Source: an optimization exercise on an open RTL-to-GDS flow (aim: small area, a short achievable clock period and few clock cycles). Production flows keep margins and buffers that such runs may drop.
The RTL was checked by simulation tests, not by an equivalence proof against the original design.

## run A
==> flow/design.v <==
module alu_top(
    input wire clk,
    input wire reset,
    input wire [7:0] operand_a,
    input wire [7:0] operand_b,
    input wire [1:0] operation,
    input wire start,
    output reg [15:0] result,
    output wire ready,
    output reg overflow,
    output reg zero
);
    wire [7:0] a = operand_a;
    wire [7:0] b = operand_b;
    function [9:0] brow(input [7:0] m, input one, input two, input neg, input ext);
        reg [9:0] m1, m2;
        begin
            m1 = {{2{ext & m[7]}}, m};
            m2 = {ext & m[7], m, 1'b0};
            brow = (({10{one}} & m1) | ({10{two}} & m2)) ^ {10{neg}};
        end
    endfunction
    function [2:0] benc(input [2:0] x);
        benc = {x[1] ^ x[0], (x[2] & ~x[1] & ~x[0]) | (~x[2] & x[1] & x[0]), x[2]};
    endfunction
    reg busy;           
    reg is_div;         
    reg [1:0] cnt;      
    reg flag;           
    reg [7:0] M;        
    reg [16:0] W;       
    wire [7:0] R = W[15:8];
    wire [7:0] QL = W[7:0];
    wire [13:0] P = W[13:0];                         
    wire [2:0] e3 = W[16:14];
    wire [9:0] B1 = {2'b00, b} ^ {10{operation[0]}};
    wire [10:0] S1 = {3'b000, a} + {1'b0, B1} + {10'd0, operation[0]};
    wire [7:0] s = S1[7:0];
    wire as_ov = (a[7] == (b[7] ^ operation[0])) && (s[7] != a[7]);
    wire lt = S1[9];                                 
    wire lt2 = {1'b0, a} < {b, 1'b0};                
    wire [2:0] e0 = benc({a[1:0], 1'b0});
    wire [2:0] e1 = benc(a[3:1]);
    wire [2:0] e2 = benc(a[5:3]);
    wire [9:0] r0 = brow(b, e0[2], e0[1], e0[0], 1'b1);
    wire [9:0] r1 = brow(b, e1[2], e1[1], e1[0], 1'b1);
    wire [9:0] r2 = brow(b, e2[2], e2[1], e2[0], 1'b1);
    wire [13:0] mx = {{4{r0[9]}}, r0};
    wire [13:0] my = {{2{r1[9]}}, r1, 1'b0, e0[0]};
    wire [13:0] mz = {r2, 1'b0, e1[0], 2'b00};
    wire [13:0] mv = {7'b0, a[7], 1'b0, e2[0], 4'b0};
    wire [13:0] s1 = mx ^ my ^ mz;
    wire [13:0] k1 = {(mx[12:0] & my[12:0]) | (mx[12:0] & mz[12:0]) | (my[12:0] & mz[12:0]), 1'b0};
    wire [13:0] s2 = s1 ^ k1 ^ mv;
    wire [13:0] k2 = {(s1[12:0] & k1[12:0]) | (s1[12:0] & mv[12:0]) | (k1[12:0] & mv[12:0]), 1'b0};
    wire bz = (b == 8'd0);
    wire q7 = ({7'b0, a[7]} >= b);
    wire r7 = q7 ? (a[7] - b[0]) : a[7];
    wire [1:0] x6 = {r7, a[6]};
    wire q6 = ({6'b0, x6} >= b);
    wire [1:0] r6 = q6 ? (x6 - b[1:0]) : x6;
    wire [2:0] x5 = {r6, a[5]};
    wire q5 = ({5'b0, x5} >= b);
    wire [2:0] r5 = q5 ? (x5 - b[2:0]) : x5;
    wire d_one = is_div | e3[2];
    wire d_two = ~is_div & e3[1];
    wire d_neg = is_div | e3[0];
    wire [9:0] DA = is_div ? {1'b0, R, QL[7]} : {{2{P[13]}}, P[13:6]};
    wire [9:0] DB = brow(M, d_one, d_two, d_neg, ~is_div);
    wire [10:0] T = {1'b0, DA} + {1'b0, DB} + {10'd0, is_div};
    wire qa = ~T[9];
    wire [7:0] Ra = qa ? T[7:0] : {R[6:0], QL[7]};
    wire [11:0] A2 = busy ? {3'b000, Ra, QL[6]} : s2[13:2];
    wire [11:0] B2 = busy ? {4'b1111, ~M} : k2[13:2];
    wire [12:0] S2 = {1'b0, A2} + {1'b0, B2} + {12'd0, busy};
    wire qb = ~S2[11];
    wire [7:0] Rb = qb ? S2[7:0] : {Ra[6:0], QL[6]};
    wire [13:0] p012 = {S2[11:0], s2[1:0]};
    wire fast = ~operation[1] | (operation[0] & lt2);
    wire last = busy & (~is_div | cnt[1]);
    assign ready = (start & fast) | last;
    always @(posedge clk or posedge reset) begin
        if (reset) busy <= 1'b0;
        else busy <= busy ? ~last : (start & ~fast);
    end
    always @(posedge clk) begin
        if (!busy) begin
            M <= b;
            is_div <= operation[0];
            cnt <= 2'd0;
            flag <= bz | (~operation[0] & (a == 8'd0));
            W <= operation[0] ? {1'b0, 5'b0, r5, a[4:0], q7, q6, q5} : {benc(a[7:5]), p012};
        end else begin
            cnt <= cnt + 2'd1;
            W <= {1'b0, Rb, QL[5:0], qa, qb};
        end
    end
    always @(*) begin
        if (busy) begin
            if (is_div) begin
                result = {Ra, QL[6:0], qa};
                overflow = flag;
                zero = 1'b0;
            end else begin
                result = {T[9:0], P[5:0]};
                overflow = 1'b0;
                zero = flag;
            end
        end else if (operation[1]) begin
            result = lt ? {a, 8'h00} : {s, 8'h01};
            overflow = 1'b0;
            zero = lt;
        end else begin
            result = {{8{s[7]}}, s};
            overflow = as_ov;
            zero = (s == 8'd0);
        end
    end
endmodule
export LEC_CHECK = 0
export ABC_AREA = 1
export CAP_MARGIN = 20
export CORE_MARGIN = 2
export CORE_UTILIZATION = 70
export SETUP_SLACK_MARGIN = 1.8
export SLEW_MARGIN = 20
create_clock -name core_clock -period 7.0 [get_ports {clk}]
standard.sh (not shown) runs the stock make flow with config.mk's settings and CLKGATE_MAP_FILE= SYNTH_SCRIPT=/design/flow/synth_recipe.tcl, a recipe that flattens the netlist after the stock synthesis.
==> flow/flow/run.sh <==
#!/bin/bash
# Standard layout, with the port buffers made of sky130_fd_sc_hd__buf_2 cells
# (buffer_ports otherwise picks the slow clkdlybuf4s50_1). Every port is still buffered.
set -euo pipefail
export BUFFER_PORTS_ARGS="-buffer_cell sky130_fd_sc_hd__buf_2"
bash standard.sh > standard.log 2>&1
Testbench counts of run A, summed over its fixed seeds: cycles 4,589.
#### Input delta (run B over run A)
- an added CTS_BUF_LIST of sky130_fd_sc_hd__clkbuf_8
==> comparison <==
- Between run A and run B, the total detailed-routing wirelength figures differ only marginally.
- Run A and run B ended up with nearly the same largest clock skew in the final design.
- Sort run A and run B by total via count after detailed routing desc -> top: run B
- Run B and run A ended up with roughly the same post-detailed-route DRC marker count.
- Any difference in non-clock inverter total of the final layout between run B and run A is small enough to ignore.
- Summary of run B over run A: tightest slew margin relative to the limit shrank by 0.89 points, clock transition at the registers of the reported paths did not really move.
diff inputs: run B => run C
- swapping 1.8 for 2.4 in SETUP_SLACK_MARGIN
[summary]
- Of run B and run C, only run B finishes the flow clean.
- Run C: it failed with a tool error in global routing, so there are no final results.
- Delta (run C minus run B): number of buffers inserted by port buffering level, post-cts repair resize count higher, xor and xnor area share after synthesis was more or less identical, area after synthesis neither gained nor lost much.
Input changes introduced in run D (baseline for comparison: run C):
- swapping 2.4 for 0.2 in SETUP_SLACK_MARGIN
Notes after the runs:
- There was hardly any difference in share of flip-flops with an asynchronous set or reset after synthesis between run D and run C.
- Run D finished every step from synthesis to the final layout, and the layout passed the timing, design-rule and antenna checks.
- Summary of run D over run C: number of gates resized after cts -55, standard cell area after detailed placement -about 1%, HPWL reported at the end of detailed placement +290 µm.

========
## try-sierra
Starts from the design.v that is shown in full above.
Settings: LEC_CHECK=0, ABC_AREA=0, CAP_MARGIN=20, CORE_MARGIN=2, CORE_UTILIZATION=70, CTS_BUF_LIST=sky130_fd_sc_hd__clkbuf_8, SETUP_SLACK_MARGIN=1.8, SLEW_MARGIN=20; clock period 7.0 ns.
Scripts as last shown in full above: flow/flow/run.sh
try-sierra closes out successfully: all stages finished, all timing, DRC and antenna checks passed.
Testbench counts of try-sierra, summed over its fixed seeds: cycles 4,589.
Inputs modified between try-sierra and try-cedar:
- changing ABC_AREA from 0 to 1
- changing CORE_UTILIZATION from 70 to 65
Compared with try-sierra, in try-cedar fraction of standard cell area that is sequential shows an increase of 1.3 points; layout overhead on the synthesized area shows a reduction of 1.4 points; fmax shows an increase of about 2.4%. try-cedar vs try-sierra, worst-path cell with the longest stage delay: sky130_fd_sc_hd__fa_1 vs sky130_fd_sc_hd__a2111o_1. Compared with try-sierra, try-cedar shows routed length on met2 that has gone down by more than 10%. Compared with try-sierra, try-cedar shows a higher cell count. Compared to try-sierra, try-cedar has count of clock-buffer cells in the layout 1 lower. Against try-sierra, the final cell area of try-cedar is lower. When try-cedar is measured against try-sierra, its placed wire-length estimate after detailed placement turns out about 1% lower. For try-sierra, the worst setup path endpoint was W[13], unlike try-cedar, where it was W[15].
Edits applied to the flow inputs when going from try-cedar to try-violet:
- SETUP_SLACK_MARGIN now 2.0, was 1.8
- CORE_UTILIZATION now 70, was 65
==> comparison <==
try-violet vs try-cedar on share of the clock period used by the worst path after layout: try-violet is the lower one.
Re minimum setup slack in the final design: try-violet is 0.16 ns up on try-cedar.
try-violet: layout-stage area growth over the synthesis result 2.9 points above try-cedar
Between try-cedar and try-violet, the number of DRC markers in iteration 0 is lower for try-cedar.
Compared to try-cedar, try-violet has maximum clock frequency about 3.3% higher.

========
RTL: the design.v shown in full above, as it stands there.
==> flow/config.mk <==
export PLATFORM = sky130hd
export DESIGN_NAME = alu_top
export DESIGN_NICKNAME = alu_top
export VERILOG_FILES = /design/flow/design.v
export SDC_FILE = /design/flow/constraint.sdc
export NUM_CORES = 4
export LEC_CHECK = 0
export ABC_AREA = 1
export CAP_MARGIN = 20
export CORE_MARGIN = 2
export CORE_UTILIZATION = 70
export CTS_BUF_LIST = sky130_fd_sc_hd__clkbuf_8
export SETUP_SLACK_MARGIN = 1.3
export SLEW_MARGIN = 20
==> flow/constraint.sdc <==
create_clock -name core_clock -period 7.0 [get_ports {clk}]
set_input_delay 1.4000 -clock core_clock [delete_from_list [all_inputs] [get_ports {clk}]]
set_output_delay 1.4000 -clock core_clock [all_outputs]
set_load 0.01 [all_outputs]
Scripts as last shown in full above: flow/flow/run.sh
Testbench counts at the start, summed over its fixed seeds: cycles 4,589.
Change:
Settings changed: CTS_BUF_LIST sky130_fd_sc_hd__clkbuf_8 to sky130_fd_sc_hd__clkbuf_4, SETUP_SLACK_MARGIN 1.3 to 1.9.
Outcome:
- The changed run completed with no timing, DRC or antenna violations
- synthesized cell count stays the same
- global-route usage goes up by 0.18 points
- sequential cell count does not change
- sequential share of layout area goes down by 0.36 points
Change:
Settings changed: CORE_UTILIZATION 70 to 50, CTS_BUF_LIST sky130_fd_sc_hd__clkbuf_4 to sky130_fd_sc_hd__clkbuf_8, SETUP_SLACK_MARGIN 1.9 to 2.2.
What happened:
- via count goes down by 4.1%
- first-iteration DRC count goes down by 53%
- global-route usage goes down by 11 points
- worst setup slack is better by 0.11 ns
- design area goes up by 8.8%
- wire length goes up by 4.4%
- synthesized area is unchanged
Change:
Settings changed: CORE_UTILIZATION 50 to 70, SETUP_SLACK_MARGIN 2.2 to 1.6.
What happened:
- final cell count shrinks by 5.9%
- global-route usage grows by 11 points
- wire length shrinks by 5.0%

========
Setup of run 1:
Another version of the RTL of alu_top (not shown whole).
For scale: roughly 710 cells after synthesis.
export LEC_CHECK = 0
export ABC_AREA = 1
export CAP_MARGIN = 20
export CORE_MARGIN = 2
export CORE_UTILIZATION = 40
export SETUP_SLACK_MARGIN = 0.2
export SLEW_MARGIN = 20
create_clock -name core_clock -period 7.0 [get_ports {clk}]
run.sh (not shown) runs the stock make flow with config.mk's settings and CLKGATE_MAP_FILE= SYNTH_SCRIPT=/design/flow/synth_recipe.tcl, a recipe that flattens the netlist after the stock synthesis.
Stock flow here: none of the scripts above is used.
Run 1: done, clean on timing, DRC and antenna
Testbench counts of run 1, summed over its fixed seeds: cycles 4,589.
## Diff of input files: run 2 against run 1
==> flow/flow/run.sh (new file) <==
#!/bin/bash
# Standard layout, with the port buffers made of sky130_fd_sc_hd__buf_2 cells
# (buffer_ports otherwise picks the slow clkdlybuf4s50_1). Every port is still buffered.
set -euo pipefail
export BUFFER_PORTS_ARGS="-buffer_cell sky130_fd_sc_hd__buf_2"
bash standard.sh > standard.log 2>&1
==> flow/standard.sh (new file) <==
#!/bin/bash
# synth_recipe.tcl (not shown) runs the flow's synth.tcl, then flattens the netlist and writes it again
# the make line also repeats each setting of config.mk as NAME=value (left out here)
make -C /OpenROAD-flow-scripts/flow DESIGN_CONFIG=/design/flow/config.mk WORK_HOME=/design/flow/orfs CLKGATE_MAP_FILE= SYNTH_SCRIPT=/design/flow/synth_recipe.tcl "${@:-finish}"
removed: flow/run.sh
==> comparison <==
The higher clock distribution area overhead in the final layout came out of run 2. [compare] base=run 1 new=run 2: final count of hold timing violations closely matched the old numbers, met2 track demand over resource in global routing down 4.7 points, worst setup margin rose 290 ps, overall routing resource usage fell by 1.6 points. Against run 1, final cell count in run 2 fell slightly. The lower filler cell count of run 1 and run 2 is in run 1. ~same number of nets still failing antenna checks after routing in run 1 and run 2.
### run 2 -> run 3
- changing SETUP_SLACK_MARGIN from 0.2 to 1.0
==> flow/run.sh (new file) <==
#!/bin/bash
# synth_recipe.tcl (not shown) runs the flow's synth.tcl, then flattens the netlist and writes it again
# the make line also repeats each setting of config.mk as NAME=value (left out here)
make -C /OpenROAD-flow-scripts/flow DESIGN_CONFIG=/design/flow/config.mk WORK_HOME=/design/flow/orfs CLKGATE_MAP_FILE= SYNTH_SCRIPT=/design/flow/synth_recipe.tcl finish
removed: flow/flow/run.sh
removed: flow/standard.sh
Against run 2 as the reference, run 3 delivers a lower data arrival time of the worst path.
[run 3] total global-route track usage rose 2.7 points relative to run 2
Number of buffers other than clock buffers in the final layout in run 3 is 55 higher than in run 2
Run 3 vs run 2, number of cells traversed by the worst register-to-register path went up by about 20%.
Of run 3 and run 2, run 2 shows the lower total iterations of the first detailed-routing run, with run 3 above it.
Looking at post-DP HPWL, run 3 sits above run 2.
Of run 3 and run 2, the lower instance count on the critical path belongs to run 2.
Edits applied to the flow inputs when going from run 3 to run 4:
- putting CTS_BUF_LIST at sky130_fd_sc_hd__clkbuf_4 where nothing was set
- swapping 1.0 for 0.7 in SETUP_SLACK_MARGIN
==> flow/flow/run.sh (new file) <==
#!/bin/bash
# Standard layout, with the port buffers made of sky130_fd_sc_hd__buf_2 cells
# (buffer_ports otherwise picks the slow clkdlybuf4s50_1). Every port is still buffered.
set -euo pipefail
export BUFFER_PORTS_ARGS="-buffer_cell sky130_fd_sc_hd__buf_2"
bash standard.sh > standard.log 2>&1
==> flow/standard.sh (new file) <==
#!/bin/bash
# synth_recipe.tcl (not shown) runs the flow's synth.tcl, then flattens the netlist and writes it again
# the make line also repeats each setting of config.mk as NAME=value (left out here)
make -C /OpenROAD-flow-scripts/flow DESIGN_CONFIG=/design/flow/config.mk WORK_HOME=/design/flow/orfs CLKGATE_MAP_FILE= SYNTH_SCRIPT=/design/flow/synth_recipe.tcl "${@:-finish}"
removed: flow/run.sh
Results
- Run 4 completed every stage of the flow, and the final layout passed the timing, design-rule and antenna checks.
- A first element of the critical path of W[13] is what run 3 shows, while operation[1] belongs to run 4.
- On final critical path time including I/O delays and setup, run 4 does worse than run 3.
Setup changes, run 4 to run 5
- an added CTS_CLUSTER_SIZE of 50
- a change of CTS_BUF_LIST from sky130_fd_sc_hd__clkbuf_4 to sky130_fd_sc_hd__clkbuf_8
- a change of SETUP_SLACK_MARGIN from 0.7 to 0.2
- an added CTS_CLUSTER_DIAMETER of 500
--- outcome ---
- Global-route wire length before repair delta (run 5 -> run 4): insignificant
- Between run 5 and run 4, it is run 5 whose sequential fraction of total cell area is higher, by 0.51 points.
- Between run 4 and run 5, the flow reports filler-free cell count of the finished design decreasing slightly.
- When the final numbers for run 4 and run 5 were put side by side, the worst setup slack turned out to be greater in run 4.
- Run 4 ended up with in -> out as its classification of the worst setup path; run 5 ended up with reg -> out.
Modified inputs, run 6 compared to run 5
- CTS_BUF_LIST changed from sky130_fd_sc_hd__clkbuf_8 to sky130_fd_sc_hd__clkbuf_16
--- outcome ---
On sequential share of layout area, run 5 tracks run 6 almost exactly. Across both runs, post-layout minimum cycle time was higher for run 6 than for run 5. Changes observed in run 6 relative to run 5: detailed placer's ending HPWL level; routed wire length picked up an extra about 1%; met2 usage in global routing stayed essentially flat. Between run 5 and run 6, the maximum clock rate does not differ in any meaningful way. On arrival time at the worst endpoint, run 5 and run 6 are neck and neck. Delta (run 6 minus run 5): fraction of area in non-clock buffers neither gained nor lost much, via count picked up an extra 0.40%. [run 6] growth of design area from synthesis to finish rose 0.99 points relative to run 5.

==> afterwards: timing with drivers on the ports <==
The results above use ideal ports. As a check the final layouts listed here were re-extracted and re-timed, cells and wires unchanged.
Step 1, drivers: a clkbuf_16 drives clk and a buf_2 each remaining input, both assumed.
Step 2 times the ports against the registers' clock, not the clock port: input delays grow and output delays shrink by t, the midpoint of the rising clock arrivals with the driver on.
Slacks: no drivers / after step 1 / after step 2; pairs: no drivers / after step 1.
run	t (ns)	setup WS [ns]	worst setup path after step 2	latest minus earliest clock arrival (ns)	worst slew at a driven data input, ns
run A	0.310	1.928 / 1.908 / 1.759	input to register	0.014 / 0.014	0.03
run B	0.308	1.954 / 1.934 / 1.765	input to register	0.017 / 0.017	0.03
run D	0.309	1.365 / 1.337 / 1.363	input to register	0.014 / 0.014	0.03
try-sierra	0.322	1.850 / 1.833 / 1.601	input to register	0.006 / 0.007	0.06
try-cedar	0.315	1.971 / 1.959 / 1.664	input to register	0.008 / 0.008	0.03
try-violet	0.310	2.130 / 2.094 / 1.856	input to register	0.012 / 0.012	0.04
the first run of note 3	0.308	1.656 / 1.665 / 1.357	input to register	0.015 / 0.015	0.03
the second run of note 3	0.358	2.066 / 2.040 / 1.736	input to register	0.018 / 0.017	0.04
the third run of note 3	0.316	2.172 / 2.118 / 2.015	input to register	0.007 / 0.007	0.05
the fourth run of note 3	0.305	1.795 / 1.774 / 1.573	input to register	0.016 / 0.015	0.03
run 1	0.314	0.396 / 0.373 / 0.373	input to output	0.004 / 0.004	0.04
run 2	0.313	0.690 / 0.652 / 0.818	input to output	0.004 / 0.004	0.03
run 3	0.319	1.058 / 1.015 / 1.100	input to output	0.006 / 0.006	0.05
run 4	0.357	0.940 / 0.916 / 0.916	input to output	0.013 / 0.013	0.03
run 5	0.313	0.670 / 0.636 / 0.842	input to output	0.005 / 0.006	0.03
run 6	0.313	0.664 / 0.626 / 0.819	input to output	0.004 / 0.004	0.03
After both steps every run listed still meets setup and hold. The setup slack of the second run of note 3, which loses most, moves by -0.026 ns with the drivers and by -0.330 ns with both steps.
